This is an optimization exercise on Yosys and OpenROAD, whose aim is small area, not a production implementation. RTL that was checked went through simulation tests only; none was proved equivalent to the original. Only the layout flow was run in runs 1 to 4; the RTL was not checked for function there. Power and IR drop assume default switching activity.

==> flow/design.v <==
module All_Combined(
    input clock, reset,
    output hSync, vSync,
    output [3:0] vgaRed,
    output [3:0] vgaGreen,
    output [3:0] vgaBlue,
    input btnL,
    input btnR,
    input serve,
    input [9:0] serveX,
    input [9:0] serveY,
    input serveDirX,
    input serveDirY
    );
    function automatic ge10(input [9:0] a, input [9:0] c);
        integer i;
        reg r;
        begin
            r = 1'b1;
            for (i = 0; i < 10; i = i + 1)
                r = c[i] ? (a[i] & r) : (a[i] | r);
            ge10 = r;
        end
    endfunction
    function automatic le10(input [9:0] a, input [9:0] c);
        integer i;
        reg r;
        begin
            r = 1'b1;
            for (i = 0; i < 10; i = i + 1)
                r = c[i] ? (~a[i] | r) : (~a[i] & r);
            le10 = r;
        end
    endfunction
    function automatic near10(input [9:0] a, input [9:0] b);
        integer i;
        reg br;
        reg [9:0] d;
        begin
            br = 1'b0;
            for (i = 0; i < 10; i = i + 1) begin
                d[i] = a[i] ^ b[i] ^ br;
                br = (~a[i] & b[i]) | (~(a[i] ^ b[i]) & br);
            end
            near10 = ~br & ~|d[9:4] & ~(d[3] & (d[2] | d[1]));
        end
    endfunction
    reg [9:0] x, y;           
    wire xEnd = x[9] & x[8] & (&x[4:0]);           
    wire yEnd = y[9] & y[3] & y[1] & y[0];         
    wire [9:0] xInc, yInc;
    wire [10:0] xc, yc;
    assign xc[0] = 1'b1;
    assign yc[0] = 1'b1;
    genvar gi;
    generate for (gi = 0; gi < 10; gi = gi + 1) begin : inc
        assign xInc[gi] = x[gi] ^ xc[gi];
        assign yInc[gi] = y[gi] ^ yc[gi];
        assign xc[gi+1] = xc[gi] & x[gi];
        assign yc[gi+1] = yc[gi] & y[gi];
    end endgenerate
    always @(posedge clock or posedge reset)
        if (reset) begin
            x <= 0; y <= 0;
        end else begin
            x <= xEnd ? 10'd0 : xInc;
            if (xEnd) y <= yEnd ? 10'd0 : yInc;
        end
    wire x0 = ~|x;
    assign hSync = ge10(x, 689) & le10(x, 784);
    assign vSync = x0 ? (y == 512 || y == 513) : (y == 511 || y == 512);
    reg [9:0] ballX, ballY;
    reg vx, vy;               
    reg vyZero;               
    reg gameOver;
    reg [4:0] brickOff;       
    reg [6:0] bar;            
    wire tick = x0 && (y == 481);
    wire [6:0] ph;
    wire [7:0] pb;
    assign pb[0] = 1'b0;
    generate for (gi = 0; gi < 7; gi = gi + 1) begin : padsub
        assign ph[gi] = ballX[gi+3] ^ bar[gi] ^ pb[gi];
        assign pb[gi+1] = (~ballX[gi+3] & bar[gi]) | (~(ballX[gi+3] ^ bar[gi]) & pb[gi]);
    end endgenerate
    wire ballFar = ge10(ballX, 1015);              
    wire pad = (~pb[7] & ~|ph[6:3] & ~&ph[2:0]) | ballFar;
    wire r1 = le10(ballX, 52);
    wire r2 = ge10(ballX, 621) & ~ballFar;
    wire r3 = le10(ballY, 42);
    wire yFar = ge10(ballY, 1015);
    wire r4 = ge10(ballY, 451) & ~yFar & pad;
    wire r5 = ge10(ballY, 461) & ~yFar;
    wire [10:0] cx, cy;
    assign cx[0] = tick;
    assign cy[0] = tick & ~vyZero;
    generate for (gi = 0; gi < 10; gi = gi + 1) begin : mv
        assign cx[gi+1] = cx[gi] & ~(ballX[gi] ^ vx);
        assign cy[gi+1] = cy[gi] & ~(ballY[gi] ^ vy);
    end endgenerate
    always @(posedge clock or posedge reset)
        if (reset) begin
            ballX <= 0; ballY <= 0; vyZero <= 1; gameOver <= 0;
        end else if (serve) begin
            ballX <= serveX; ballY <= serveY; vyZero <= 0; gameOver <= 0;
        end else begin
            ballX <= ballX ^ cx[9:0];
            ballY <= ballY ^ cy[9:0];
            if (!r1 && !r2 && (r3 || r4)) vyZero <= 0;
            if (!r1 && !r2 && !r3 && !r4 && r5) gameOver <= 1;
        end
    always @(posedge clock)
        if (serve) begin
            vx <= serveDirX; vy <= serveDirY;
        end else begin
            if (r1) vx <= 1;
            else if (r2) vx <= 0;
            else if (r3) vy <= 1;
            else if (r4) vy <= 0;
        end
    wire hitRow = le10(ballY, 61);
    wire [4:0] hit;
    assign hit[0] = hitRow & ((ge10(ballX, 61) & le10(ballX, 120)) | ballFar);
    assign hit[1] = hitRow & ge10(ballX, 181) & le10(ballX, 240);
    assign hit[2] = hitRow & ge10(ballX, 301) & le10(ballX, 360);
    assign hit[3] = hitRow & ge10(ballX, 421) & le10(ballX, 480);
    assign hit[4] = hitRow & ge10(ballX, 541) & le10(ballX, 600);
    always @(posedge clock or posedge reset)
        if (reset) brickOff <= 0;
        else brickOff <= brickOff | hit;
    wire barMax = bar[6] & bar[2] & bar[1] & bar[0];     
    wire barDn = btnL & |bar;
    wire barEn = tick & (barDn | (btnR & ~barMax));
    wire [7:0] cb;
    assign cb[0] = barEn;
    generate for (gi = 0; gi < 7; gi = gi + 1) begin : bmv
        assign cb[gi+1] = cb[gi] & (bar[gi] ^ barDn);
    end endgenerate
    always @(posedge clock or posedge reset)
        if (reset) bar <= 0;
        else bar <= bar ^ cb[6:0];
    wire border = (ge10(x, 42) & le10(x, 51) & ge10(y, 42) & le10(y, 471)) |
                  (ge10(x, 42) & le10(x, 631) & ((ge10(y, 32) & le10(y, 42)) | (ge10(y, 471) & le10(y, 480)))) |
                  (ge10(x, 631) & le10(x, 640) & ge10(y, 32) & le10(y, 480));
    wire brickRow = ge10(y, 52) & le10(y, 62);
    wire ng = ~gameOver;
    wire b1 = brickRow & ge10(x, 60) & le10(x, 130) & ~brickOff[0];
    wire b2 = brickRow & ge10(x, 180) & le10(x, 250) & ~brickOff[1];
    wire b3 = brickRow & ge10(x, 300) & le10(x, 370) & ~brickOff[2];
    wire b4 = brickRow & ge10(x, 420) & le10(x, 490) & ~brickOff[3];
    wire b5 = brickRow & ge10(x, 540) & le10(x, 610) & ~brickOff[4];
    wire ball = near10(x, ballX) & near10(y, ballY);
    wire [6:0] bd;
    wire [7:0] bbr;
    assign bbr[0] = 1'b0;
    generate for (gi = 0; gi < 7; gi = gi + 1) begin : barsub
        assign bd[gi] = x[gi+3] ^ bar[gi] ^ bbr[gi];
        assign bbr[gi+1] = (~x[gi+3] & bar[gi]) | (~(x[gi+3] ^ bar[gi]) & bbr[gi]);
    end endgenerate
    wire padl = ~bbr[7] & (~|bd[6:3] | (bd == 7'd8 & ~|x[2:0])) & ge10(y, 460) & le10(y, 465);
    localparam [3:0] C_BLACK = 4'd0, C_BORDER = 4'd1, C_B1 = 4'd2, C_B2 = 4'd3, C_B3 = 4'd4,
                     C_B4 = 4'd5, C_B5 = 4'd6, C_BALL = 4'd7, C_BAR = 4'd8;
    reg [3:0] code;
    always @(posedge clock)
        if (border)          code <= C_BORDER;
        else if (b1 & ng)    code <= C_B1;
        else if (b2 & ng)    code <= C_B2;
        else if (b3 & ng)    code <= C_B3;
        else if (b4 & ng)    code <= C_B4;
        else if (b5 & ng)    code <= C_B5;
        else if (ball & ng)  code <= C_BALL;
        else if (padl & ng)  code <= C_BAR;
        else                 code <= C_BLACK;
    reg [11:0] rgb;
    always @(*)
        case (code)
            C_BORDER: rgb = 12'h0F0;
            C_B1:     rgb = 12'hDF4;
            C_B2:     rgb = 12'hD5C;
            C_B3:     rgb = 12'h591;
            C_B4:     rgb = 12'h6D9;
            C_B5:     rgb = 12'hE99;
            C_BALL:   rgb = 12'hFF0;
            C_BAR:    rgb = 12'hFC4;
            default:  rgb = 12'h000;
        endcase
    assign vgaRed = rgb[11:8];
    assign vgaGreen = rgb[7:4];
    assign vgaBlue = rgb[3:0];
endmodule
==> flow/run.sh <==
#!/bin/bash
# synth_recipe.tcl (not shown) runs the flow's synth.tcl, then flattens the netlist and writes it again
# the make line also repeats each setting of config.mk as NAME=value (left out here)
make -C /OpenROAD-flow-scripts/flow DESIGN_CONFIG=/design/flow/config.mk WORK_HOME=/design/flow/orfs CLKGATE_MAP_FILE= SYNTH_SCRIPT=/design/flow/synth_recipe.tcl finish
==> flow/config.mk <==
export PLATFORM = sky130hd
export DESIGN_NAME = All_Combined
export DESIGN_NICKNAME = All_Combined
export VERILOG_FILES = /design/flow/design.v
export SDC_FILE = /design/flow/constraint.sdc
export NUM_CORES = 4
export LEC_CHECK = 0
export CAP_MARGIN = 20
export CORE_MARGIN = 2
export CORE_UTILIZATION = 40
export PLACE_DENSITY = 0.6
export SLEW_MARGIN = 20
==> flow/constraint.sdc <==
create_clock -name core_clock -period 10.0 [get_ports {clock}]
set_input_delay 2.0000 -clock core_clock [delete_from_list [all_inputs] [get_ports {clock}]]
set_output_delay 2.0000 -clock core_clock [all_outputs]
set_load 0.01 [all_outputs]
==> notes.md, run 1 <==
* Number of routed nets with antenna violations at 0
* Most used flip-flop cell after synthesis: dfrtp_1
* # hold bufs at CTS at 0
* Detailed Route Iter0 Violations at 205
* Hpwl dp at 9240 microns
* PostCTS Resize Cnt at 0
* Tot GR Track Use at about a fifth
* Setup violators final at 0
* Setup TNS at 0 ns
* Storage cell area at between 0.001 and 0.0015 sq mm
* Cts bufs inserted at 9
* Die area at 0.0140 sq mm
* Most frequent cells in the layout: 57 x inv_1, 53 x dfrtp_1, 50 x nand2_1
* Remaining Overflow, GRT at 0
* CP Launch Type: register
* Netlist cell types at 81
* P_leak at ~2.5 nW
* Area growth syn-to-layout at 13.9%
* Number of nets in the layout at approximately 690
* Commonest non-fill, non-tap cell in the layout: inv_1
* Max Slew Vio Count at 0
* Pin count of the biggest net entering global routing at 55
* Proportion of layout cells with a drive suffix above 1 at around 7.1%
* Syn_area_per_cell at 9.02 sq um
* Tmin final at approximately 5.4 ns
* Max transition margin at 52.4%
* CP endpoint kind: register
* Final critical-path share of the clock period at a little over half
* Register area share after synthesis at 28.5%
* Sink Count at 60
* CTS H-tree depth at 3
* Die height at 118 microns
* CTS tree: built
* Syn Inst Count at slightly below 600
* Fillers at 1264
* Status: timing/DRC/antenna clean
* Gp weighted congestion at 0.926
* Ys Warns at 1
* Via Count at 4220
* Initial antenna violation count at 0
* Worst-path maximum fanout at 7
* Io pins at 41
* Per-cell routed wire length at approximately 16 microns
* Post-route DRC at 0
* Routed WL at 12400 microns
* Syn nets at 668
* Max Buffers Root-to-Sink at 2
* Vias in the first global route at 4188
* Setup bufs post-CTS at 0
* Final hold viol count at 0
* CP required at 10.26 ns
* DRT Pass-1 Iters at 5
* Row count at 41
* Critical Path Start: ballY[0]
* Post-synth EDFFs at 2
* Hold crit path type: register to register
* RR Startpoint: ballY[0]
* Tot Pwr at 661 uW
* Async SR Flop Fraction at 90.0%
* Fmax at 184 MHz
* Ant diodes at 0
* Max-cap viol count at 0
* Die Width at roughly 120 microns
* Worst-Skew Late Latency at 0.33 ns
* CP arrival at 5.70 ns
* Root Buffer: clkbuf_16
* RSZ-0062 raised after global routing: no
* Port Buffers at 39
* Peak supply drop at 0.0814 mV
* Starting Density at 41.2%
* Kind of critical path: register to register
* Worst slew pin tran at 0.714 ns
* Min-delay src: vyZero
* Post-detailed-route via-to-cell ratio at 5.45
* Floorplan core area at roughly 0.013 sq mm
* Mapped Area at 0.00524 sq mm
* Seq cells post-synth at 60
* Clock Skews at 0.0117 ns
* Reg clk slew, reported paths at 0.05 ns
* Area occupied by multi-input gates at 0.00338 sq mm
* PD cells at 111 mW/mm^2
* First-pass GRT wire length at 21100 microns
synth_stat cells (3+ instances only):
cell type | instances | share of area [%]
o31ai_1 | 3 | 0.43
a22o_1 | 8 | 1.3
nor2b_1 | 9 | 1.1
nor4_1 | 8 | 0.96
or2_2 | 4 | 0.48
dfrtp_1 | 53 | 25
o21ai_1 | 11 | 1.1
o211a_1 | 4 | 0.76
fa_1 | 30 | 11
nand2b_1 | 7 | 0.84
nand4_1 | 15 | 1.8
o22ai_1 | 3 | 0.36
o21ai_0 | 26 | 2.5
a211oi_1 | 3 | 0.43
nand2_1 | 50 | 3.6
clkbuf_1 | 22 | 1.6
mux2i_1 | 4 | 0.76
a21oi_1 | 17 | 1.6
nand2_2 | 3 | 0.36
xor2_1 | 9 | 1.5
nor2_1 | 31 | 2.2
nand3_1 | 13 | 1.2
a21o_1 | 6 | 0.86
and2_1 | 12 | 1.4
xnor2_1 | 27 | 4.5
buf_2 | 10 | 0.96
o31a_1 | 3 | 0.50
mux2_2 | 6 | 1.3
or3_1 | 4 | 0.48
nand4b_1 | 3 | 0.50
dfxtp_1 | 4 | 1.5
ha_1 | 30 | 7.2
and3_1 | 3 | 0.36
inv_1 | 58 | 4.2
o21a_1 | 5 | 0.72
a31oi_1 | 6 | 0.72
nor3_1 | 19 | 1.8
metrics by stage:
step	util [%]	instances	cell area (sq um)	hold WS [ns]	setup slack [ns]
CTS	46.9	775	5970	0.487	4.56
detailed placement	44.9	759	5720	0.473	4.59
finish	46.9	775	5970	0.483	4.56
floorplan	-	581	5240	0.431	4.91
global placement	44.9	759	5720	0.476	4.67
global route	46.9	775	5970	0.507	4.26
worst max-delay path, cell delays in order (launching register included):
cell and delay [ns]:
dfrtp_1 0.46, nor2b_1 0.18, fa_1 0.36, inv_1 0.08
fa_1 0.16, inv_1 0.05, fa_1 0.37, fa_1 0.39
fa_1 0.39, fa_1 0.38, fa_1 0.39, fa_1 0.36
inv_1 0.07, fa_1 0.40, and4b_1 0.24, nand4_1 0.09
nor4_1 0.46, nor2_1 0.10, or2_2 0.29, a21oi_1 0.14
flip-flops by register name, indices dropped and copies added, names as in the netlist:
register,cells
ballX,10
ballY,10
bar,7
brickOff,5
code,4
gameOver,1
vx,1
vy,1
vyZero,1
x,10
y,10
power breakdown:
part / internal (mW) / switching, mW / total (mW)
Combinational: 0.0482 / 0.0461 / 0.0943
Sequential: 0.260 / 0.0331 / 0.293
Clock: 0.166 / 0.108 / 0.274
metal layers:
| metal | track usage, % | routed length (microns) | up-vias |
|---|---|---|---|
| met5 | 0 | 0 | - |
| met1 | 25.5 | 5670 | 2022 |
| li1 | - | - | 2047 |
| met3 | 3.52 | 587 | 23 |
| met4 | 6.85 | 252 | 0 |
| met2 | 30.3 | 5920 | 128 |
worst paths after layout:
kind / endpoint / slack [ns] / cells past startpoint
worst max-delay path: code[1] / 4.56 / 19
worst min-delay path: vyZero / 0.48 / 2
worst max register to register: code[1] / 4.56 / 19
worst min register to register: vyZero / 0.48 / 2
max in group asynchronous: bar[5] / 7.34 / 3
min in group asynchronous: y[3] / 2.19 / 3
cell families after synthesis:
family	after synthesis	share of synthesized area (%)
and+or+nand+nor	200	21.2
DFF	60	28.5
xor gates and xnor gates	36	6.02
buffers and inverters	94	7.07
AOI/OAI and AO/OA	120	16.5
muxes	10	2.05
other	1	0.0716
adders and majority gates	60	18.6
final cells by class:
type	instances	share of cell area, %
Multi-Input combinational cell	427	56.6
Sequential cell	60	25.0
Timing Repair Buffer	42	6.92
Clock buffer	13	4.02
Inverter	58	3.65
Tap cell	172	3.61
Clock inverter	3	0.231
==> run 2, diff against run 1 <==
--- a/flow/config.mk
+++ b/flow/config.mk
@@ -8,5 +8,7 @@
 export CAP_MARGIN = 20
 export CORE_MARGIN = 2
 export CORE_UTILIZATION = 40
+export CTS_BUF_LIST = sky130_fd_sc_hd__clkbuf_4
+export CTS_CLUSTER_SIZE = 30
 export PLACE_DENSITY = 0.6
 export SLEW_MARGIN = 20
==> run 2 against run 1 <==
  * Clock power down 44%
  * Clock-buffer cell count did not move
  * Sequential cell count unchanged
  * Routed wire length is 0.33% lower
  * Core utilization decreased by 1.1 points
  * Final area is 2.4% lower
  * Combinational power barely moved
==> notes.md, run 2 <==
* Min-delay src: vyZero
* CTS H-tree depth at 3 (unchanged)
* Number of routed nets with antenna violations at 0 (unchanged)
* Proportion of layout cells with a drive suffix above 1 at 7.79% (+0.66 points)
* Routed WL at 12400 microns (-0.33%)
* Design area at 0.00583 sq mm (-2.4%)
* Busiest grt layer: met2
* Setup bufs post-CTS at 0 (unchanged)
* Final critical-path share of the clock period at 54.8% (+0.38 points)
* Ys Warns at 1 (unchanged)
* Kind of critical path: register to register
* CP Launch Type: register
* Syn nets at 668 (unchanged)
* Worst-path maximum fanout at 7 (unchanged)
* Hold WS at 0.488 ns (+0.00453 ns)
* Storage cell area at 0.00149 sq mm (unchanged)
* Final std cells w/o fill at 775 (unchanged)
* Starting Density at 41.2% (unchanged)
* Setup violators final at 0 (unchanged)
* Clock power share at 28.6% (-13 points)
* Max Buffers Root-to-Sink at 2 (unchanged)
* Final hold viol count at 0 (unchanged)
* Die area at 0.0140 sq mm (unchanged)
* Slowest stage cell, crit path: dfrtp_1
* Area growth syn-to-layout at 11.2%
* Seq cells post-synth at 60 (unchanged)
* Routing usage on met2 at 29.9% (-0.40 points)
* Die height at 118 microns (unchanged)
* Via Count at 4210 (-0.24%)
* Fmax at 183 MHz (-0.69%)
* Syn_area_per_cell at 9.02 sq um (unchanged)
* Tot GR Track Use at 18.8% (-0.072 points)
* Post-synth EDFFs at 2 (unchanged)
* Sw frac at 31.9% (+3.6 points)
* Mapped Area at 0.00524 sq mm (unchanged)
* Vias in the first global route at 4210 (+0.53%)
* Setup TNS at 0 ns (unchanged)
* Final core occ at 45.8% (-1.1 points)
* Cell taking the most area after synthesis: dfrtp_1
* Global routing usage on met1 at 25.6% (+0.15 points)
* Post-route DRC at 0 (unchanged)
* Initial antenna violation count at 0 (unchanged)
* Reg power frac at 54.0% (+9.8 points)
* Ant diodes at 0 (unchanged)
* Area occupied by multi-input gates at 0.00338 sq mm (unchanged)
* Most used flip-flop cell after synthesis: dfrtp_1
* # hold bufs at CTS at 0 (unchanged)
* CTS tree: built
* RSZ-0062 raised after global routing: no
* CP arrival at 5.84 ns (+0.14 ns)
* Clock Skews at 0.0164 ns (+0.00471 ns)
* Tmin final at 5.48 ns (+0.0381 ns)
* Critical Path Start: ballY[0]
* Sink Count at 60 (unchanged)
* Top cell by count, worst path: fa_1
* Hold crit path type: register to register
* Combinational Power Share at 17.4% (+3.1 points)
* Port Buffers at 39 (unchanged)
* Pre-CTS setup slack at 4.59 ns (unchanged)
* Most common cell in the synthesized netlist: inv_1
* Cts bufs inserted at 9 (unchanged)
* Main area contributors after synthesis: dfrtp_1 25%, fa_1 11%, ha_1 7.2%
* GR Util met3 at 3.33% (-0.19 points)
* Synth top area share at 25.3% (unchanged)
* Pin count of the biggest net entering global routing at 55 (unchanged)
* Worst Slack Setup Final at 4.52 ns (-0.0381 ns)
* Commonest non-fill, non-tap cell in the layout: inv_1
* Peak supply drop at 0.0552 mV (-32%)
* Max-cap viol count at 0 (unchanged)
* P_leak at 2.47 nW (-2.2%)
* CP required at 10.37 ns (+0.11 ns)
* Detailed Route Iter0 Violations at 188 (-8.3%)
* Post-Place Cells at 759 (unchanged)
* Netlist cell types at 81 (unchanged)
* Worst-Skew Late Latency at 0.44 ns (+0.11 ns)
* Fillers at 1274 (+0.79%)
* Root Buffer: clkbuf_4
* Status: timing/DRC/antenna clean
* Remaining Overflow, GRT at 0 (unchanged)
* Placed Area at 0.00572 sq mm (unchanged)
* Syn Inst Count at 581 (unchanged)
* Reg clk slew, reported paths at 0.11 ns (+0.06 ns)
* RR Startpoint: ballY[0]
* Async SR Flop Fraction at 90.0% (unchanged)
* Io pins at 41 (unchanged)
* Worst slew pin tran at 0.721 ns (+0.00610 ns)
* Tot Pwr at 540 uW (-18%)
* Die Width at 118 microns (unchanged)
* PostCTS Resize Cnt at 0 (unchanged)
* Int Pwr at 368 uW (-22%)
* CP endpoint kind: register
* Hpwl dp at 9240 microns (unchanged)
* Post-detailed-route via-to-cell ratio at 5.43 (-0.24%)
* Max Slew Vio Count at 0 (unchanged)
* Register area share after synthesis at 28.5% (unchanged)
* List of most frequent post-synthesis cells: 58 x inv_1, 53 x dfrtp_1, 50 x nand2_1, 31 x nor2_1
* PD cells at 92.7 mW/mm^2 (-16%)
* Row count at 41 (unchanged)
* Per-cell routed wire length at 16.0 microns (-0.33%)
* Floorplan core area at 0.0127 sq mm (unchanged)
* DRT Pass-1 Iters at 7 (+2)
* R2R Setup Slk at 4.52 ns (-0.04 ns)
* Sw Pwr at 173 uW (-8.0%)
* Delay of the slowest cell on the worst path at 0.48 ns (+0.02 ns)
* Gp weighted congestion at 0.926 (unchanged)
* Most frequent cells in the layout: 57 x inv_1, 53 x dfrtp_1, 50 x nand2_1
* Critical-path cell list: nor2b_1 > fa_1 > inv_1 > fa_1 > inv_1 > fa_1 > fa_1 > fa_1 > fa_1 > fa_1 > fa_1 > inv_1 > fa_1 > and4b_1 > nand4_1 > nor4_1 > nor2_1 > or2_2 > a21oi_1
* First-pass GRT wire length at 21100 microns (-0.16%)
* Max transition margin at 52.0% (-0.41 points)
* Number of nets in the layout at 685 (unchanged)
[run 2: cell counts after synthesis]
No cell type changed its count.
[run 2: worst paths after layout]
path / endpoint / cells past startpoint
setup / recovery: code[1] / 19
hold / removal: vyZero / 2
setup reg to reg: code[1] / 19
hold reg to reg: vyZero / 2
max in group asynchronous: bar[5] / 3
min in group asynchronous: ballY[4] / 3
[run 2: layout make-up]
class                   count  share of cell area, %
clock buffers              13                   1.67
clock inverters             3                  0.236
inverters                  58                   3.74
multi-input cells         427                   58.0
flip-flops and latches     60                   25.6
well taps                 172                   3.69
repair buffers             42                   7.09
[run 2: metal layers]
| layer | part of all wire (%) | wire length (microns) |
|---|---|---|
| met2 | 47 | 5840 |
| met5 | 0 | 0 |
| met3 | 5.4 | 667 |
| met4 | 2.1 | 261 |
| met1 | 45 | 5630 |
[run 2: worst max-delay path: cells and delay by family, from the launching register on]
family,cells,cell delay [ns]
and+or+nand+nor,6,1.38
AOI/OAI and AO/OA,1,0.14
adders and majority gates,9,3.20
buffers and inverters,3,0.21
DFF,1,0.48
[run 2: cell families after synthesis]
| kind of cell | Yosys count | synth area share, % |
|---|---|---|
| adder cells (fa/ha/maj) | 60 | 18.6 |
| other | 1 | 0.0716 |
| XOR/XNOR | 36 | 6.02 |
| flip-flops | 60 | 28.5 |
| buffers and inverters | 94 | 7.07 |
| AND/OR/NAND/NOR | 200 | 21.2 |
| AO/OA/AOI/OAI | 120 | 16.5 |
| multiplexers | 10 | 2.05 |
[run 2: power groups by stage]
stage	Clock, mW	Sequential, mW	Combinational, mW
after global placement	0	0.295	0.0926
after CTS	0.158	0.291	0.0956
after floorplan	0	0.274	0.0824
after global routing	0.169	0.295	0.107
final	0.154	0.292	0.0941
after detailed placement	0	0.296	0.0950
==> run 3, diff against run 2 <==
--- a/flow/config.mk
+++ b/flow/config.mk
@@ -9,6 +9,7 @@
 export CORE_MARGIN = 2
 export CORE_UTILIZATION = 40
 export CTS_BUF_LIST = sky130_fd_sc_hd__clkbuf_4
-export CTS_CLUSTER_SIZE = 30
+export CTS_CLUSTER_DIAMETER = 100
+export CTS_CLUSTER_SIZE = 20
 export PLACE_DENSITY = 0.6
 export SLEW_MARGIN = 20
==> run 3 against run 2 <==
  * Sequential cell count unchanged
  * Clock-buffer cell count unchanged
  * Fmax unchanged
  * Sequential power about the same
  * Combinational power about the same
  * Synthesized cell count unchanged
  * Routed wire length unchanged
  * Global-route usage unchanged
  * Still clean on timing, DRC and antenna
==> notes.md, run 3 <==
* List of most frequent post-synthesis cells: 58 x inv_1, 53 x dfrtp_1, 50 x nand2_1, 31 x nor2_1
* Io pins at 41 (unchanged)
* Sink Count at 60 (unchanged)
* Detailed Route Iter0 Violations at 188 (unchanged)
* CP endpoint kind: register
* Syn nets at 668 (unchanged)
* PD cells at 92.7 mW/mm^2 (unchanged)
* Number of nets in the layout at 685 (unchanged)
* Remaining Overflow, GRT at 0 (unchanged)
* Post-route DRC at 0 (unchanged)
* Initial antenna violation count at 0 (unchanged)
* Max Slew Vio Count at 0 (unchanged)
* Tot GR Track Use at 18.8% (unchanged)
* Setup TNS at 0 ns (unchanged)
* Tmin final at 5.48 ns (unchanged)
* Kind of critical path: register to register
* Number of routed nets with antenna violations at 0 (unchanged)
* Max transition margin at 52.0% (unchanged)
* Ys Warns at 1 (unchanged)
* Delay of the slowest cell on the worst path at 0.48 ns (about the same)
* Most used flip-flop cell after synthesis: dfrtp_1
* Die height at 118 microns (unchanged)
* Setup bufs post-CTS at 0 (unchanged)
* P_leak at 2.47 nW (unchanged)
* Worst slew pin tran at 0.721 ns (unchanged)
* Buffers & Inverters on Critical Path at 3 (unchanged)
* Async SR Flop Fraction at 90.0% (unchanged)
* Synth top area share at 25.3% (unchanged)
* Ant diodes at 0 (unchanged)
* Reg clk slew, reported paths at 0.11 ns (about the same)
* # hold bufs at CTS at 0 (unchanged)
* DRT Pass-1 Iters at 7 (unchanged)
* Hold crit path type: register to register
* Worst-Skew Late Latency at 0.44 ns (about the same)
* Post-Synth Simple-Gate Area at 21.2% (unchanged)
* Final critical-path share of the clock period at 54.8% (unchanged)
* Max Buffers Root-to-Sink at 2 (unchanged)
* Slowest stage cell, crit path: dfrtp_1
* Syn Inst Count at 581 (unchanged)
* Root Buffer: clkbuf_4
* Post-detailed-route via-to-cell ratio at 5.43 (unchanged)
* Floorplan core area at 0.0127 sq mm (unchanged)
* Fmax at 183 MHz (unchanged)
* RSZ-0062 raised after global routing: no
* Routed WL at 12400 microns (unchanged)
* Syn_area_per_cell at 9.02 sq um (unchanged)
* CP Launch Type: register
* CTS H-tree depth at 3 (unchanged)
* Most frequent cells in the layout: 57 x inv_1, 53 x dfrtp_1, 50 x nand2_1
* Top cell by count, worst path: fa_1
* Per-cell routed wire length at 16.0 microns (unchanged)
* Largest family of logic cells by synthesized area: simple AND/OR/NAND/NOR gates
* Post-synth EDFFs at 2 (unchanged)
* Status: timing/DRC/antenna clean
* Main area contributors after synthesis: dfrtp_1 25%, fa_1 11%, ha_1 7.2%
* Peak supply drop at 0.0552 mV (unchanged)
* Area growth syn-to-layout at 11.2% (unchanged)
* Most common cell in the synthesized netlist: inv_1
* PostCTS Resize Cnt at 0 (unchanged)
* Seq cells post-synth at 60 (unchanged)
* Gp weighted congestion at 0.926 (unchanged)
* Setup violators final at 0 (unchanged)
* Proportion of layout cells with a drive suffix above 1 at 7.79% (unchanged)
* Post-synthesis compound-gate area fraction at 16.5% (unchanged)
* CTS tree: built
* Critical-path cell list: nor2b_1 > fa_1 > inv_1 > fa_1 > inv_1 > fa_1 > fa_1 > fa_1 > fa_1 > fa_1 > fa_1 > inv_1 > fa_1 > and4b_1 > nand4_1 > nor4_1 > nor2_1 > or2_2 > a21oi_1
* Pin count of the biggest net entering global routing at 55 (unchanged)
* Netlist cell types at 81 (unchanged)
* Port Buffers at 39 (unchanged)
* Clock Skews at 0.0164 ns (unchanged)
* Delay-heaviest family, CP: adder cells
* Mapped Area at 0.00524 sq mm (unchanged)
* Worst-path maximum fanout at 7 (unchanged)
* Hpwl dp at 9240 microns (unchanged)
* Max-cap viol count at 0 (unchanged)
* Cts bufs inserted at 9 (unchanged)
* Hold WS at 0.488 ns (unchanged)
* Commonest non-fill, non-tap cell in the layout: inv_1
* CP arrival at 5.84 ns (about the same)
* Die area at 0.0140 sq mm (unchanged)
* Vias in the first global route at 4210 (unchanged)
* Die Width at 118 microns (unchanged)
* Via Count at 4210 (unchanged)
* Starting Density at 41.2% (unchanged)
* Final hold viol count at 0 (unchanged)
* Register area share after synthesis at 28.5% (unchanged)
* Mux cell area share after synthesis at 2.05% (unchanged)
* CP required at 10.37 ns (about the same)
* First-pass GRT wire length at 21100 microns (unchanged)
* Row count at 41 (unchanged)
* Cell taking the most area after synthesis: dfrtp_1
* Synth Area in XOR/XNOR at 6.02% (unchanged)
* Synth Area in Adders at 18.6% (unchanged)
[run 3: cell counts after synthesis]
No cell type changed its count.
[run 3: power by group]
part,leakage (nW),internal [mW],switching [mW],total [mW]
clock network,0.0692,0.0608,0.0936,0.154
registers,0.739,0.259,0.0330,0.292
logic,1.66,0.0482,0.0459,0.0941
total,2.47,0.368,0.173,0.540
[run 3: stage by stage]
stage	instance area, sq um	power (mW)	setup slack [ns]	std cells	util [%]
after floorplan	5240	0.356	4.91	581	-
after global placement	5720	0.388	4.67	759	44.9
after detailed placement	5720	0.391	4.59	759	44.9
after CTS	5830	0.545	4.54	775	45.8
after global routing	5830	0.571	4.23	775	45.8
final	5830	0.540	4.52	775	45.8
[run 3: cell families after synthesis]
group,Yosys count
adders and majority gates,60
xor gates and xnor gates,36
and+or+nand+nor,200
muxes,10
AOI/OAI and AO/OA,120
other,1
DFF,60
buffers and inverters,94
[run 3: worst register-to-register path: stages (launching register included)]
cell and delay, ns:
dfrtp_1 0.48, nor2b_1 0.18, fa_1 0.36, inv_1 0.08, fa_1 0.16, inv_1 0.05
fa_1 0.37, fa_1 0.39, fa_1 0.39, fa_1 0.38, fa_1 0.39, fa_1 0.36
inv_1 0.08, fa_1 0.40, and4b_1 0.24, nand4_1 0.09, nor4_1 0.47, nor2_1 0.11
or2_2 0.29, a21oi_1 0.14
[run 3: cell type report]
cell class                 instances  area [sq um]
sequential                        60          1490
timing repair buffer              42           413
inverter                          58           218
tap                              172           215
multi-input combinational        427          3380
clock buffer                      13          97.6
clock inverter                     3          13.8
fill                            1274          6900
[run 3: layer usage]
metal / routed length, microns / vias up / global-route usage (%) / share of wire [%]
met2: 5840 / 135 / 29.9 / 47
met3: 667 / 25 / 3.33 / 5.4
met1: 5630 / 2004 / 25.6 / 45
li1: - / 2046 / - / -
met5: 0 / - / 0 / 0
met4: 261 / 0 / 7.07 / 2.1
[run 3: worst paths after layout]
check	from	end	depth (start not counted)	slack, ns
worst min-delay path	vyZero	vyZero	2	0.49
worst min register to register	vyZero	vyZero	2	0.49
max in group asynchronous	reset	bar[5]	3	7.45
worst max-delay path	ballY[0]	code[1]	19	4.52
worst max register to register	ballY[0]	code[1]	19	4.52
min in group asynchronous	reset	ballY[4]	3	2.07
==> run 4, diff against run 3 <==
--- a/flow/config.mk
+++ b/flow/config.mk
@@ -8,8 +8,8 @@
 export CAP_MARGIN = 20
 export CORE_MARGIN = 2
 export CORE_UTILIZATION = 40
-export CTS_BUF_LIST = sky130_fd_sc_hd__clkbuf_4
-export CTS_CLUSTER_DIAMETER = 100
-export CTS_CLUSTER_SIZE = 20
+export CTS_BUF_LIST = sky130_fd_sc_hd__clkbuf_8
+export CTS_CLUSTER_DIAMETER = 300
+export CTS_CLUSTER_SIZE = 60
 export PLACE_DENSITY = 0.6
 export SLEW_MARGIN = 20
==> run 4 against run 3 <==
  * Area after synthesis stayed put
  * Final area up 0.71%
  * Clock-buffer cell count shrank 4
  * Critical path depth did not move
  * Via count grew 0.62%
  * Clock skew shrank 0.0024 ns
  * Routed wire length decreased by 0.56%
  * Register-to-register slack better by 0.05 ns
  * Fmax up 0.91%
  * Critical endpoint unchanged
==> notes.md, run 4 <==
* Number of routed nets with antenna violations at 0 (unchanged)
* Die height at 118 microns (unchanged)
* Final critical-path share of the clock period at 54.3% (-0.49 points)
* Reg2reg end: code[1]
* Top cell by count, worst path: fa_1
* R2R Setup Slk at 4.57 ns (+0.05 ns)
* First-pass GRT wire length at 20900 microns (-0.72%)
* Pin count of the biggest net entering global routing at 55 (unchanged)
* Setup violators final at 0 (unchanged)
* CP endpoint kind: register
* Synth top area share at 25.3% (unchanged)
* CP Launch Type: register
* Tot GR Track Use at 18.6% (-0.21 points)
* Floorplan core area at 0.0127 sq mm (unchanged)
* Netlist cell types at 81 (unchanged)
* Proportion of layout cells with a drive suffix above 1 at 7.13% (-0.66 points)
* Remaining Overflow, GRT at 0 (unchanged)
* Vias in the first global route at 4212 (+0.048%)
* Tot Pwr at 570 uW (+5.4%)
* P_leak at 2.50 nW (+1.1%)
* # hold bufs at CTS at 0 (unchanged)
* Hpwl dp at 9240 microns (unchanged)
* CP required at 10.28 ns (-0.09 ns)
* Async SR Flop Fraction at 90.0% (unchanged)
* Root Buffer: clkbuf_8
* Kind of critical path: register to register
* Ys Warns at 1 (unchanged)
* Max-cap viol count at 0 (unchanged)
* Critical-path cell list: nor2b_1 > fa_1 > inv_1 > fa_1 > inv_1 > fa_1 > fa_1 > fa_1 > fa_1 > fa_1 > fa_1 > inv_1 > fa_1 > and4b_1 > nand4_1 > nor4_1 > nor2_1 > or2_2 > a21oi_1
* RR Startpoint: ballY[0]
* Max transition margin at 52.5% (+0.58 points)
* PostCTS Resize Cnt at 0 (unchanged)
* Commonest non-fill, non-tap cell in the layout: inv_1
* Peak supply drop at 0.0581 mV (+5.2%)
* Cts bufs inserted at 9 (unchanged)
* Syn nets at 668 (unchanged)
* Min-delay src: vyZero
* Max Buffers Root-to-Sink at 2 (unchanged)
* Hold depth at 2 (unchanged)
* Syn_area_per_cell at 9.02 sq um (unchanged)
* Worst-path maximum fanout at 7 (unchanged)
* Gp weighted congestion at 0.926 (unchanged)
* Max Slew Vio Count at 0 (unchanged)
* DRT Pass-1 Iters at 5 (-2)
* Io pins at 41 (unchanged)
* Per-cell routed wire length at 15.9 microns (-0.56%)
* Delay of the slowest cell on the worst path at 0.46 ns (-0.02 ns)
* Most frequent cells in the layout: 61 x inv_1, 53 x dfrtp_1, 50 x nand2_1
* PD cells at 97.1 mW/mm^2 (+4.7%)
* Worst R2R Path Depth at 19 (unchanged)
* Worst slew pin tran at 0.712 ns (-0.00864 ns)
* Main area contributors after synthesis: dfrtp_1 25%, fa_1 11%, ha_1 7.2%
* Critical Path Start: ballY[0]
* Worst-Skew Late Latency at 0.36 ns (-0.08 ns)
* Status: timing/DRC/antenna clean
* Setup bufs post-CTS at 0 (unchanged)
* Starting Density at 41.2% (unchanged)
* CTS tree: built
* Most used flip-flop cell after synthesis: dfrtp_1
* Cell taking the most area after synthesis: dfrtp_1
* Tmin final at 5.43 ns (-0.0494 ns)
* Reg clk slew, reported paths at 0.07 ns (-0.04 ns)
* Fmax at 184 MHz (+0.91%)
* Post-detailed-route via-to-cell ratio at 5.47 (+0.62%)
* Syn Inst Count at 581 (unchanged)
* Row count at 41 (unchanged)
* Post-synth EDFFs at 2 (unchanged)
* List of most frequent post-synthesis cells: 58 x inv_1, 53 x dfrtp_1, 50 x nand2_1, 31 x nor2_1
* Initial antenna violation count at 0 (unchanged)
* Design area at 0.00587 sq mm (+0.71%)
* Seq cells post-synth at 60 (unchanged)
* Detailed Route Iter0 Violations at 240 (+28%)
* Clock Skews at 0.0140 ns (-0.00242 ns)
* Placed Area at 0.00572 sq mm (unchanged)
* Final std cells w/o fill at 775 (unchanged)
* Post-route DRC at 0 (unchanged)
* Hold crit path type: register to register
* Routed WL at 12300 microns (-0.56%)
* Die Width at 118 microns (unchanged)
* CP arrival at 5.71 ns (-0.13 ns)
* Post-Place Cells at 759 (unchanged)
* Port Buffers at 39 (unchanged)
* CTS H-tree depth at 3 (unchanged)
* Slowest stage cell, crit path: dfrtp_1
* WHS Endpoint: vyZero
* Area growth syn-to-layout at 12.0%
* Final hold viol count at 0 (unchanged)
* Mapped Area at 0.00524 sq mm (unchanged)
* Via Count at 4236 (+0.62%)
* Most common cell in the synthesized netlist: inv_1
* Die area at 0.0140 sq mm (unchanged)
* Number of nets in the layout at 685 (unchanged)
* Ant diodes at 0 (unchanged)
* Setup TNS at 0 ns (unchanged)
* Sink Count at 60 (unchanged)
* Register area share after synthesis at 28.5% (unchanged)
* RSZ-0062 raised after global routing: no
==> run 4: changes by cell type in the layout (fill, tap and decap cells not counted), sizes merged <==
cell and delta:
inv +4, clkbuf -4
==> run 4: routing by layer <==
layer	wire length (microns)	track usage [%]
met5	0	0
met4	273	6.62
met3	653	3.09
met2	5720	29.6
met1	5680	25.6
==> run 4: worst max path at each step <==
stage,to,slack [ns]
2_1_floorplan,code[1],4.91
3_3_place_gp,code[1],4.67
3_5_place_dp,code[1],4.59
4_1_cts,code[1],4.56
5_1_grt,code[1],4.25
6_report,code[1],4.57
==> run 4: layout make-up <==
type | count | area, sq um
inverter | 58 | 218
tap | 172 | 215
clock inverter | 7 | 28.8
multi-input combinational | 427 | 3380
fill | 1277 | 6850
clock buffer | 9 | 124
sequential | 60 | 1490
timing repair buffer | 42 | 413
==> run 4: stage by stage <==
stage	setup WS [ns]	hold WS (ns)	utilization, %
2_1_floorplan	4.91	0.431	-
3_3_place_gp	4.67	0.476	44.9
3_5_place_dp	4.59	0.473	44.9
4_1_cts	4.56	0.484	46.1
5_1_grt	4.25	0.507	46.1
6_report	4.57	0.483	46.1
==> run 4: cells by family (layout without fill, tap and decap cells) <==
family / after synthesis / in the layout / share of synthesized area (%)
compound gates: 120 / 120 / 16.5
xor+xnor: 36 / 36 / 6.02
fa+ha+maj: 60 / 60 / 18.6
buf+inv: 94 / 116 / 7.07
flops: 60 / 60 / 28.5
mux: 10 / 10 / 2.05
other cells: 1 / 1 / 0.0716
simple gates: 200 / 200 / 21.2
==> run 4: critical path, delay by kind of cell (launching register included) <==
| family | cells | cell delay (ns) |
|---|---|---|
| simple gates | 6 | 1.35 |
| flops | 1 | 0.46 |
| fa+ha+maj | 9 | 3.20 |
| compound gates | 1 | 0.14 |
| buf+inv | 3 | 0.20 |
==> run 4: where the power goes <==
| group | internal [mW] | leakage [nW] | switching (mW) |
|---|---|---|---|
| Sequential | 0.259 | 0.739 | 0.0329 |
| Combinational | 0.0482 | 1.66 | 0.0458 |
| Clock | 0.0845 | 0.0954 | 0.0990 |
| Total | 0.392 | 2.50 | 0.178 |
==> run 5, diff against run 4 <==
--- a/flow/design.v
+++ b/flow/design.v
@@ -71,7 +71,7 @@
     assign vSync = x0 ? (y == 512 || y == 513) : (y == 511 || y == 512);
     reg [9:0] ballX, ballY;
     reg vx, vy;               
-    reg vyZero;               
+    reg vyOn;                 
     reg gameOver;
     reg [4:0] brickOff;       
     reg [6:0] bar;            
@@ -93,20 +93,20 @@
     wire r5 = ge10(ballY, 461) & ~yFar;
     wire [10:0] cx, cy;
     assign cx[0] = tick;
-    assign cy[0] = tick & ~vyZero;
+    assign cy[0] = tick & vyOn;
     generate for (gi = 0; gi < 10; gi = gi + 1) begin : mv
         assign cx[gi+1] = cx[gi] & ~(ballX[gi] ^ vx);
         assign cy[gi+1] = cy[gi] & ~(ballY[gi] ^ vy);
     end endgenerate
     always @(posedge clock or posedge reset)
         if (reset) begin
-            ballX <= 0; ballY <= 0; vyZero <= 1; gameOver <= 0;
+            ballX <= 0; ballY <= 0; vyOn <= 0; gameOver <= 0;
         end else if (serve) begin
-            ballX <= serveX; ballY <= serveY; vyZero <= 0; gameOver <= 0;
+            ballX <= serveX; ballY <= serveY; vyOn <= 1; gameOver <= 0;
         end else begin
             ballX <= ballX ^ cx[9:0];
             ballY <= ballY ^ cy[9:0];
-            if (!r1 && !r2 && (r3 || r4)) vyZero <= 0;
+            if (!r1 && !r2 && (r3 || r4)) vyOn <= 1;
             if (!r1 && !r2 && !r3 && !r4 && r5) gameOver <= 1;
         end
     always @(posedge clock)
@@ -158,33 +158,35 @@
         assign bbr[gi+1] = (~x[gi+3] & bar[gi]) | (~(x[gi+3] ^ bar[gi]) & bbr[gi]);
     end endgenerate
     wire padl = ~bbr[7] & (~|bd[6:3] | (bd == 7'd8 & ~|x[2:0])) & ge10(y, 460) & le10(y, 465);
-    localparam [3:0] C_BLACK = 4'd0, C_BORDER = 4'd1, C_B1 = 4'd2, C_B2 = 4'd3, C_B3 = 4'd4,
-                     C_B4 = 4'd5, C_B5 = 4'd6, C_BALL = 4'd7, C_BAR = 4'd8;
-    reg [3:0] code;
-    always @(posedge clock)
-        if (border)          code <= C_BORDER;
-        else if (b1 & ng)    code <= C_B1;
-        else if (b2 & ng)    code <= C_B2;
-        else if (b3 & ng)    code <= C_B3;
-        else if (b4 & ng)    code <= C_B4;
-        else if (b5 & ng)    code <= C_B5;
-        else if (ball & ng)  code <= C_BALL;
-        else if (padl & ng)  code <= C_BAR;
-        else                 code <= C_BLACK;
-    reg [11:0] rgb;
-    always @(*)
-        case (code)
-            C_BORDER: rgb = 12'h0F0;
-            C_B1:     rgb = 12'hDF4;
-            C_B2:     rgb = 12'hD5C;
-            C_B3:     rgb = 12'h591;
-            C_B4:     rgb = 12'h6D9;
-            C_B5:     rgb = 12'hE99;
-            C_BALL:   rgb = 12'hFF0;
-            C_BAR:    rgb = 12'hFC4;
-            default:  rgb = 12'h000;
-        endcase
-    assign vgaRed = rgb[11:8];
-    assign vgaGreen = rgb[7:4];
-    assign vgaBlue = rgb[3:0];
+    wire cBorder = border;
+    wire cObj = ~border & ng;
+    wire cb1 = cObj & b1;
+    wire cb2 = cObj & ~b1 & b2;
+    wire cb3 = cObj & ~b1 & ~b2 & b3;
+    wire cb4 = cObj & ~b1 & ~b2 & ~b3 & b4;
+    wire cb5 = cObj & ~b1 & ~b2 & ~b3 & ~b4 & b5;
+    wire cBall = cObj & ~b1 & ~b2 & ~b3 & ~b4 & ~b5 & ball;
+    wire cBar = cObj & ~b1 & ~b2 & ~b3 & ~b4 & ~b5 & ~ball & padl;
+    reg qR3;
+    always @(posedge clock) qR3 <= cb1 | cb2 | cb5 | cBall | cBar;
+    reg qR1;
+    always @(posedge clock) qR1 <= cb4 | cb5 | cBall | cBar;
+    reg qG1;
+    always @(posedge clock) qG1 <= cBorder | cb1 | cBall;
+    reg qG0;
+    always @(posedge clock) qG0 <= cBorder | cb1 | cb2 | cb3 | cb4 | cb5 | cBall;
+    wire R3 = qR3;
+    wire R1 = qR1;
+    wire G1 = qG1;
+    wire G0 = qG0;
+    wire R2 = (R3) | (~G1 & G0);
+    wire R0 = (R3 & G1) | (R3 & ~G0) | (~R1 & ~G1 & G0);
+    wire G3 = (~R3 & G0) | (R1) | (G1);
+    wire G2 = ~((~R3 & ~R1 & ~G1) | (R3 & R1 & ~G1 & G0));
+    wire B3 = (~R3 & R1) | (R3 & ~G1 & G0);
+    wire B2 = (R3 & ~R1) | (R3 & ~G0);
+    wire B0 = (~R3 & ~G1 & G0) | (R1 & ~G1 & G0);
+    assign vgaRed = {R3, R2, R1, R0};
+    assign vgaGreen = {G3, G2, G1, G0};
+    assign vgaBlue = {B3, B2, 1'b0, B0};
 endmodule
--- a/flow/config.mk
+++ b/flow/config.mk
@@ -8,8 +8,6 @@
 export CAP_MARGIN = 20
 export CORE_MARGIN = 2
 export CORE_UTILIZATION = 40
-export CTS_BUF_LIST = sky130_fd_sc_hd__clkbuf_8
-export CTS_CLUSTER_DIAMETER = 300
-export CTS_CLUSTER_SIZE = 60
+export CTS_BUF_LIST = sky130_fd_sc_hd__clkbuf_4
 export PLACE_DENSITY = 0.6
 export SLEW_MARGIN = 20
==> run 5 against run 4 <==
  * Core utilization down 0.78 points
  * Global-route usage up 0.53 points
  * Clock skew down 0.0014 ns
  * Synthesized cell count unchanged
  * Critical endpoint is now qR1
  * Still clean
==> notes.md, run 5 <==
* P_leak at 2.32 nW (-7.0%)
* CP Launch Type: register
* Synth top area share at 25.8% (+0.48 points)
* Netlist cell types at 68 (-16%)
* Tmin final at 6.16 ns (+0.728 ns)
* Critical Path Start: ballX[0]
* PostCTS Resize Cnt at 0 (unchanged)
* Area occupied by multi-input gates at 0.00330 sq mm (-2.3%)
* R2R Setup Slk at 3.84 ns (-0.73 ns)
* Fmax at 162 MHz (-12%)
* Max transition margin at 43.8% (-8.7 points)
* CTS H-tree depth at 3 (unchanged)
* Syn_area_per_cell at 9.02 sq um (about the same)
* Setup TNS at 0 ns (unchanged)
* Post-route DRC at 0 (unchanged)
* Final hold viol count at 0 (unchanged)
* Register area share after synthesis at 28.5% (about the same)
* Max Slew Vio Count at 0 (unchanged)
* Most frequent cells in the layout: 55 x inv_1, 54 x dfrtp_1, 49 x o21ai_0
* Initial antenna violation count at 0 (unchanged)
* Worst-Skew Late Latency at 0.41 ns (+0.05 ns)
* Post-detailed-route via-to-cell ratio at 5.50 (+0.58%)
* Design area at 0.00577 sq mm (-1.7%)
* Peak supply drop at 0.0652 mV (+12%)
* Most used flip-flop cell after synthesis: dfrtp_1
* WHS Endpoint: x[0]
* Area growth syn-to-layout at 10.1%
* Storage cell area at 0.00149 sq mm (about the same)
* Most common cell in the synthesized netlist: inv_1
* Post-synth EDFFs at 2 (unchanged)
* First-pass GRT wire length at 21600 microns (+3.3%)
* DRT Pass-1 Iters at 4 (-1)
* Commonest non-fill, non-tap cell in the layout: inv_1
* CTS tree: built
* Worst-path maximum fanout at 8 (+1)
* Die area at 0.0140 sq mm (about the same)
* Seq cells post-synth at 60 (unchanged)
* Cell taking the most area after synthesis: dfrtp_1
* Port Buffers at 39 (unchanged)
* Per-cell routed wire length at 16.6 microns (+4.6%)
* Worst R2R Path Depth at 17 (-2)
* Gp weighted congestion at 0.905 (-2.2%)
* Hold depth at 1 (-1)
* PD cells at 100 mW/mm^2 (+3.2%)
* Number of nets in the layout at 674 (-1.6%)
* Main area contributors after synthesis: dfrtp_1 26%, fa_1 11%, ha_1 6.2%
* Sink Count at 60 (unchanged)
* Hpwl dp at 9690 microns (+4.8%)
* RSZ-0062 raised after global routing: no
* Worst slew pin tran at 0.832 ns (+0.120 ns)
* Kind of critical path: register to register
* Pre-CTS setup slack at 3.96 ns (-0.630 ns)
* Max Buffers Root-to-Sink at 2 (unchanged)
* Ys Warns at 1 (unchanged)
* Async SR Flop Fraction at 90.0% (unchanged)
* Syn Inst Count at 581 (unchanged)
* Remaining Overflow, GRT at 0 (unchanged)
* Worst Slack Setup Final at 3.84 ns (-0.728 ns)
* Via Count at 4222 (-0.33%)
* Placed Area at 0.00562 sq mm (-1.7%)
* Reg2reg end: qR1
* Root Buffer: clkbuf_4
* Final core occ at 45.3% (-0.78 points)
* Tot GR Track Use at 19.1% (+0.53 points)
* Starting Density at 41.2% (about the same)
* Die Width at 118 microns (about the same)
* Routed WL at 12800 microns (+3.6%)
* Reg clk slew, reported paths at 0.11 ns (+0.04 ns)
* List of most frequent post-synthesis cells: 56 x inv_1, 54 x dfrtp_1, 49 x o21ai_0, 44 x nand2_1, 32 x nor2_1
* Ant diodes at 0 (unchanged)
* Io pins at 41 (unchanged)
* CP endpoint kind: register
* CP arrival at 6.43 ns (+0.72 ns)
* Cts bufs inserted at 9 (unchanged)
* Min-delay src: x[0]
* Mapped Area at 0.00524 sq mm (about the same)
* Setup violators final at 0 (unchanged)
* Fillers at 1278 (+0.078%)
* Vias in the first global route at 4211 (-0.024%)
* Floorplan core area at 0.0127 sq mm (unchanged)
* Row count at 41 (unchanged)
* Syn nets at 664 (-0.60%)
* # hold bufs at CTS at 0 (unchanged)
* Max-cap viol count at 0 (unchanged)
* Die height at 118 microns (about the same)
* Tot Pwr at 578 uW (+1.4%)
* Number of routed nets with antenna violations at 0 (unchanged)
* CP required at 10.28 ns (about the same)
* Pin count of the biggest net entering global routing at 55 (unchanged)
* Hold crit path type: register to register
* Clock Skews at 0.0125 ns (-0.00144 ns)
* RR Startpoint: ballX[0]
* Detailed Route Iter0 Violations at 246 (+2.5%)
* Proportion of layout cells with a drive suffix above 1 at 7.05% (-0.084 points)
* Final critical-path share of the clock period at 61.6% (+7.3 points)
* Setup bufs post-CTS at 0 (unchanged)
* Status: timing/DRC/antenna clean
[run 5: routing by layer]
layer	up-vias	part of all wire [%]	routed length, microns	track usage [%]
met2	124	46	5820	30.2
met4	0	2.2	275	6.47
met3	21	4.5	577	2.80
met1	2034	48	6100	26.8
met5	-	0	0	0
li1	2043	-	-	-
[run 5: layout make-up]
cell class	instances	share of cell area, %
Clock buffer	9	1.17
Clock inverter	7	1.41
Inverter	56	3.64
Multi-Input combinational cell	423	57.2
Sequential cell	60	25.9
Tap cell	172	3.73
Timing Repair Buffer	41	7.03
[run 5: worst max-delay path, stage by stage (launching register included)]
cell and delay [ns]:
dfrtp_1 0.48, nor2b_1 0.18, fa_1 0.36, inv_1 0.08, fa_1 0.16, inv_1 0.06
fa_1 0.39, fa_1 0.39, fa_1 0.39, fa_1 0.39, fa_1 0.39, fa_1 0.39
fa_1 0.49, nand4_1 0.09, or4b_2 0.64, nor4_1 0.63, a311oi_1 0.09, a2111oi_0 0.45
[run 5: report_power, final]
group          internal, mW  switching, mW  leakage, nW  total [mW]
Combinational        0.0469         0.0460         1.51      0.0929
Sequential            0.259         0.0312        0.727       0.290
Clock                0.0982         0.0965       0.0822       0.195
[run 5: through the flow]
stage | hold WS [ns] | cells
global placement | 0.473 | 752
detailed placement | 0.473 | 752
global route | 0.516 | 768
floorplan | 0.429 | 581
finish | 0.499 | 768
CTS | 0.501 | 768
[run 5: worst max path at each step]
stage / endpoint / depth (start not counted)
floorplan: qR1 / 18
global placement: qR1 / 17
detailed placement: qR1 / 17
CTS: qR1 / 17
global route: qR1 / 17
finish: qR1 / 17
[run 5: cell families (layout without fill, tap and decap cells)]
family                   Yosys count  in the layout  share of synthesized area (%)
AO/OA/AOI/OAI                    130            130                           17.5
XOR/XNOR                          36             36                           6.02
adder cells (fa/ha/maj)           56             56                           17.7
buffers and inverters             98            113                           8.57
flip-flops                        60             60                           28.5
multiplexers                       7              7                           1.48
other                              1              1                         0.0716
AND/OR/NAND/NOR                  193            193                           20.2
==> run 6, diff against run 5 <==
==> flow/flow/run.sh (new file) <==
#!/bin/bash
# Own layout flow: the standard ORFS flow (standard.sh) with three changes.
#  1. Synthesis: the standard flow's synthesis script, whose ORFS synth.tcl is swapped for a copy that
#     skips the full-adder extraction and maps with the area-oriented ABC script flow/area.abc.
#     Everything up to and including flip-flop mapping is unchanged, so the registers (names,
#     count, cell types) are those of the standard synthesis.
#  2. Port buffers: buf_1 instead of the default buffer cell (every port still gets one).
#  3. Clock tree: no dummy loads.
# Each tool's output goes to the ORFS logs under orfs/logs; make's own output to make.log.
set -euo pipefail
W=$(pwd)
F=$W/flow

sed "s#^source \$::env(SCRIPTS_DIR)/synth.tcl\$#source $W/synth_own.tcl#" synth_recipe.tcl > own_synth.tcl
grep -q "source $W/synth_own.tcl" own_synth.tcl

sed "s#^  log_cmd abc {\*}\$abc_args\$#  log_cmd abc -script $F/area.abc {*}\$lib_args {*}\$lib_dont_use_args#" \
  "$FLOW_HOME/scripts/synth.tcl" > synth_own.tcl
grep -q "area.abc" synth_own.tcl

sed "s#SYNTH_SCRIPT=[^ ]*#SYNTH_SCRIPT=$W/own_synth.tcl#" standard.sh > own_standard.sh
grep -q "SYNTH_SCRIPT=$W/own_synth.tcl" own_standard.sh

export ADDER_MAP_FILE=
export BUFFER_PORTS_ARGS="-buffer_cell sky130_fd_sc_hd__buf_1"
export CTS_ARGS="-sink_clustering_enable -repair_clock_nets -dont_use_dummy_load"

bash own_standard.sh > make.log 2>&1
==> flow/flow/area.abc (new file) <==
strash
&get -n
&fraig -x
&put
scorr
dc2
strash
balance; rewrite; refactor; balance; rewrite; rewrite -z; balance; refactor -z; rewrite -z; balance
dc2
balance; rewrite; refactor; balance; rewrite; rewrite -z; balance; refactor -z; rewrite -z; balance
&get -n
&dch -f
&nf -R 1000
&put
==> flow/standard.sh (new file) <==
#!/bin/bash
# synth_recipe.tcl (not shown) runs the flow's synth.tcl, then flattens the netlist and writes it again
# the make line also repeats each setting of config.mk as NAME=value (left out here)
make -C /OpenROAD-flow-scripts/flow DESIGN_CONFIG=/design/flow/config.mk WORK_HOME=/design/flow/orfs CLKGATE_MAP_FILE= SYNTH_SCRIPT=/design/flow/synth_recipe.tcl "${@:-finish}"
--- a/flow/config.mk
+++ b/flow/config.mk
@@ -8,6 +8,5 @@
 export CAP_MARGIN = 20
 export CORE_MARGIN = 2
 export CORE_UTILIZATION = 40
-export CTS_BUF_LIST = sky130_fd_sc_hd__clkbuf_4
 export PLACE_DENSITY = 0.6
 export SLEW_MARGIN = 20
removed: flow/run.sh
==> run 6 against run 5 <==
  * Final area decreased by 16%
  * Clock-buffer cell count unchanged
  * Largest cell class unchanged
  * Still clean
  * Largest power group unchanged
  * Fmax increased by 30%
  * Critical endpoint is now vSync
  * Final cell count decreased by 0.91%
  * Highest routed layer unchanged
  * Non-clock buffer count decreased by 1
==> notes.md, run 6 <==
* Status: timing/DRC/antenna clean
* Sink Count at 60 (unchanged)
* Kind of critical path: register to output port
* Mapped Area at 0.00449 sq mm (-14%)
* Gp weighted congestion at 0.894 (-1.2%)
* Final hold viol count at 0 (unchanged)
* CTS H-tree depth at 3 (unchanged)
* Post-synth EDFFs at 2 (unchanged)
* Syn_area_per_cell at 7.68 sq um (-15%)
* Initial antenna violation count at 0 (unchanged)
* Io pins at 41 (unchanged)
* Tot GR Track Use at 21.8% (+2.7 points)
* Fillers at 1129 (-12%)
* Worst slew pin tran at 0.778 ns (-0.0536 ns)
* CP Launch Type: register
* # hold bufs at CTS at 0 (unchanged)
* Synth top area share at 30.1% (+4.3 points)
* Number of routed nets with antenna violations at 0 (unchanged)
* Netlist cell types at 54 (-21%)
* Via Count at 4408 (+4.4%)
* Remaining Overflow, GRT at 0 (unchanged)
* Most frequent cells in the layout: 68 x nor2_1, 63 x nand2_1, 59 x a21oi_1
* Proportion of layout cells with a drive suffix above 1 at 1.93% (-5.1 points)
* Max Buffers Root-to-Sink at 2 (unchanged)
* Ant diodes at 0 (unchanged)
* CP arrival at 2.75 ns (-3.68 ns)
* Final critical-path share of the clock period at 47.5% (-14 points)
* Async SR Flop Fraction at 90.0% (unchanged)
* Reg clk slew, reported paths at 0.07 ns (-0.04 ns)
* Hpwl dp at 8780 microns (-9.4%)
* Root Buffer: clkbuf_8
* Main area contributors after synthesis: dfrtp_1 30%, xnor2_1 7.2%, a21oi_1 6.6%
* Most common cell in the synthesized netlist: nor2_1
* Area growth syn-to-layout at 8.11%
* Peak supply drop at 0.0770 mV (+18%)
* Seq cells post-synth at 60 (unchanged)
* Die area at 0.0121 sq mm (-14%)
* Floorplan core area at 0.0109 sq mm (-14%)
* Detailed Route Iter0 Violations at 221 (-10%)
* Most used flip-flop cell after synthesis: dfrtp_1
* CTS tree: built
* Worst-path maximum fanout at 17 (+9)
* Max transition margin at 48.1% (+4.3 points)
* PD cells at 115 mW/mm^2 (+15%)
* Fmax at 211 MHz (+30%)
* Number of nets in the layout at 650 (-3.6%)
* Die Width at 110 microns (-7.2%)
* CP endpoint kind: output port
* Commonest non-fill, non-tap cell in the layout: nor2_1
* Starting Density at 41.2% (about the same)
* Post-route DRC at 0 (unchanged)
* Per-cell routed wire length at 15.8 microns (-5.0%)
* Max Slew Vio Count at 0 (unchanged)
* Syn Inst Count at 584 (+0.52%)
* Setup violators final at 0 (unchanged)
* Setup bufs post-CTS at 0 (unchanged)
* Max-cap viol count at 0 (unchanged)
* RSZ-0062 raised after global routing: no
* Ys Warns at 1 (unchanged)
* Tmin final at 4.75 ns (-1.41 ns)
* Pin count of the biggest net entering global routing at 55 (unchanged)
* Syn nets at 611 (-8.0%)
* Storage cell area at 0.00149 sq mm (unchanged)
* Register area share after synthesis at 33.2% (+4.8 points)
* Row count at 38 (-7.3%)
* Hold WS at 0.468 ns (-0.0303 ns)
* CP required at 8.00 ns (-2.28 ns)
* Vias in the first global route at 4072 (-3.3%)
* PostCTS Resize Cnt at 0 (unchanged)
* Clock Skews at 0.0216 ns (+0.00902 ns)
* P_leak at 1.84 nW (-21%)
* List of most frequent post-synthesis cells: 68 x nor2_1, 63 x nand2_1, 59 x a21oi_1, 54 x dfrtp_1, 47 x o21ai_0
* Routed WL at 12000 microns (-5.9%)
* Setup TNS at 0 ns (unchanged)
* Hold crit path type: register to register
* First-pass GRT wire length at 20200 microns (-6.5%)
* DRT Pass-1 Iters at 5 (+1)
* Port Buffers at 39 (unchanged)
* Post-detailed-route via-to-cell ratio at 5.79 (+5.4%)
* Worst-Skew Late Latency at 0.36 ns (-0.05 ns)
* Die height at 110 microns (-7.2%)
* Cts bufs inserted at 9 (unchanged)
* Cell taking the most area after synthesis: dfrtp_1
* Area occupied by multi-input gates at 0.00283 sq mm (-14%)
-- run 6: cell types whose count changed after synthesis, moves of 8 or more --
cell | previous run | this run
inv_1 | 56 | 0
a21oi_1 | 16 | 59
nor2_1 | 32 | 68
fa_1 | 30 | 0
ha_1 | 26 | 0
clkbuf_1 | 21 | 0
clkinv_1 | 0 | 20
nand2_1 | 44 | 63
xnor2_1 | 24 | 37
nor3_1 | 14 | 25
and2_1 | 10 | 0
nor2b_1 | 5 | 13
or2_0 | 0 | 8
xor2_1 | 12 | 20
-- run 6: path summary, 6_finish.rpt --
path                        startpoint  slack, ns     endpoint  cells after the start
max in group asynchronous        reset       7.70       bar[1]                      3
min reg2reg                brickOff[2]       0.47  brickOff[2]                      1
min in group asynchronous        reset       1.81     ballX[8]                      3
max                               x[3]       5.25        vSync                      8
max reg2reg                       x[3]       6.00       bar[6]                     13
min                        brickOff[2]       0.47  brickOff[2]                      1
-- run 6: metal layers --
metal | global-route usage, % | routed length (microns) | part of all wire, %
met4 | 6.51 | 213 | 1.8
met5 | 0 | 0 | 0
met3 | 4.45 | 558 | 4.6
met1 | 29.8 | 5600 | 47
met2 | 34.7 | 5650 | 47
-- run 6: cells by family (layout without fill, tap and decap cells) --
| group | Yosys count | count (layout) | share of synthesized area, % |
|---|---|---|---|
| AO/OA/AOI/OAI | 175 | 175 | 23.9 |
| XOR/XNOR | 57 | 57 | 11.1 |
| adder cells (fa/ha/maj) | 1 | 1 | 0.223 |
| buffers and inverters | 32 | 69 | 3.68 |
| flip-flops | 60 | 60 | 33.2 |
| multiplexers | 2 | 2 | 0.502 |
| other | 1 | 1 | 0.0836 |
| AND/OR/NAND/NOR | 256 | 256 | 27.3 |
-- run 6: cell type report --
| class | count | share of cell area [%] |
|---|---|---|
| tap | 140 | 3.61 |
| timing repair buffer | 40 | 3.20 |
| clock buffer | 9 | 2.55 |
| multi-input combinational | 492 | 58.3 |
| sequential | 60 | 30.7 |
| inverter | 20 | 1.55 |
-- run 6: report_power, final --
part           internal (mW)  total [mW]  switching [mW]
logic                 0.0434      0.0922          0.0488
clock network         0.0799       0.169          0.0892
registers              0.261       0.297          0.0361
-- run 6: critical path, cell delays in order (launching register included) --
cell and delay [ns]:
dfrtp_1 0.57, nor2_1 0.32, nand2_1 0.12, nor4_1 0.39, nand2_1 0.13, or2_0 0.33
o22ai_1 0.22, a32o_1 0.17, buf_1 0.15
-- run 6: metrics by stage --
step	cells	cell area [sq um]	setup slack [ns]	util, %	total power [mW]
after floorplan	584	4490	5.69	-	0.360
after global placement	752	4730	5.27	43.4	0.390
after detailed placement	752	4730	5.11	43.4	0.393
after CTS	761	4850	5.28	44.6	0.564
after global routing	761	4850	5.01	44.6	0.590
final	761	4850	5.25	44.6	0.558

-- separate check: timing with driven ports --
Ports are ideal in the flow. The routed layouts listed here were re-timed in OpenROAD. Step 1 assumes that a clkbuf_16 drives the clock port and a buf_2 every other input. Step 2 moves the port delays by t, midway between the first and last clock arrival at a register: inputs arrive t later, outputs are due t later. That takes back most of the time a late clock gives input paths. Three values: ideal ports, drivers, drivers and shift; two values: the first two.
| run | t, ns | setup WS [ns] | worst register clock-pin slew, ns |
|---|---|---|---|
| run 1 | 0.371 | 4.560 / 4.560 / 4.560 | 0.06 / 0.06 |
| run 2 | 0.469 | 4.522 / 4.522 / 4.522 | 0.11 / 0.11 |
| run 3 | 0.469 | 4.522 / 4.522 / 4.522 | 0.11 / 0.11 |
| run 4 | 0.386 | 4.571 / 4.571 / 4.571 | 0.07 / 0.07 |
| run 5 | 0.436 | 3.843 / 3.843 / 3.843 | 0.11 / 0.11 |
| run 6 | 0.384 | 5.255 / 5.219 / 5.058 | 0.07 / 0.07 |
After both steps setup and hold are still met in every run listed. For run 6, which loses most, drivers alone change the setup slack by -0.036 ns; drivers and shift together by -0.197 ns.
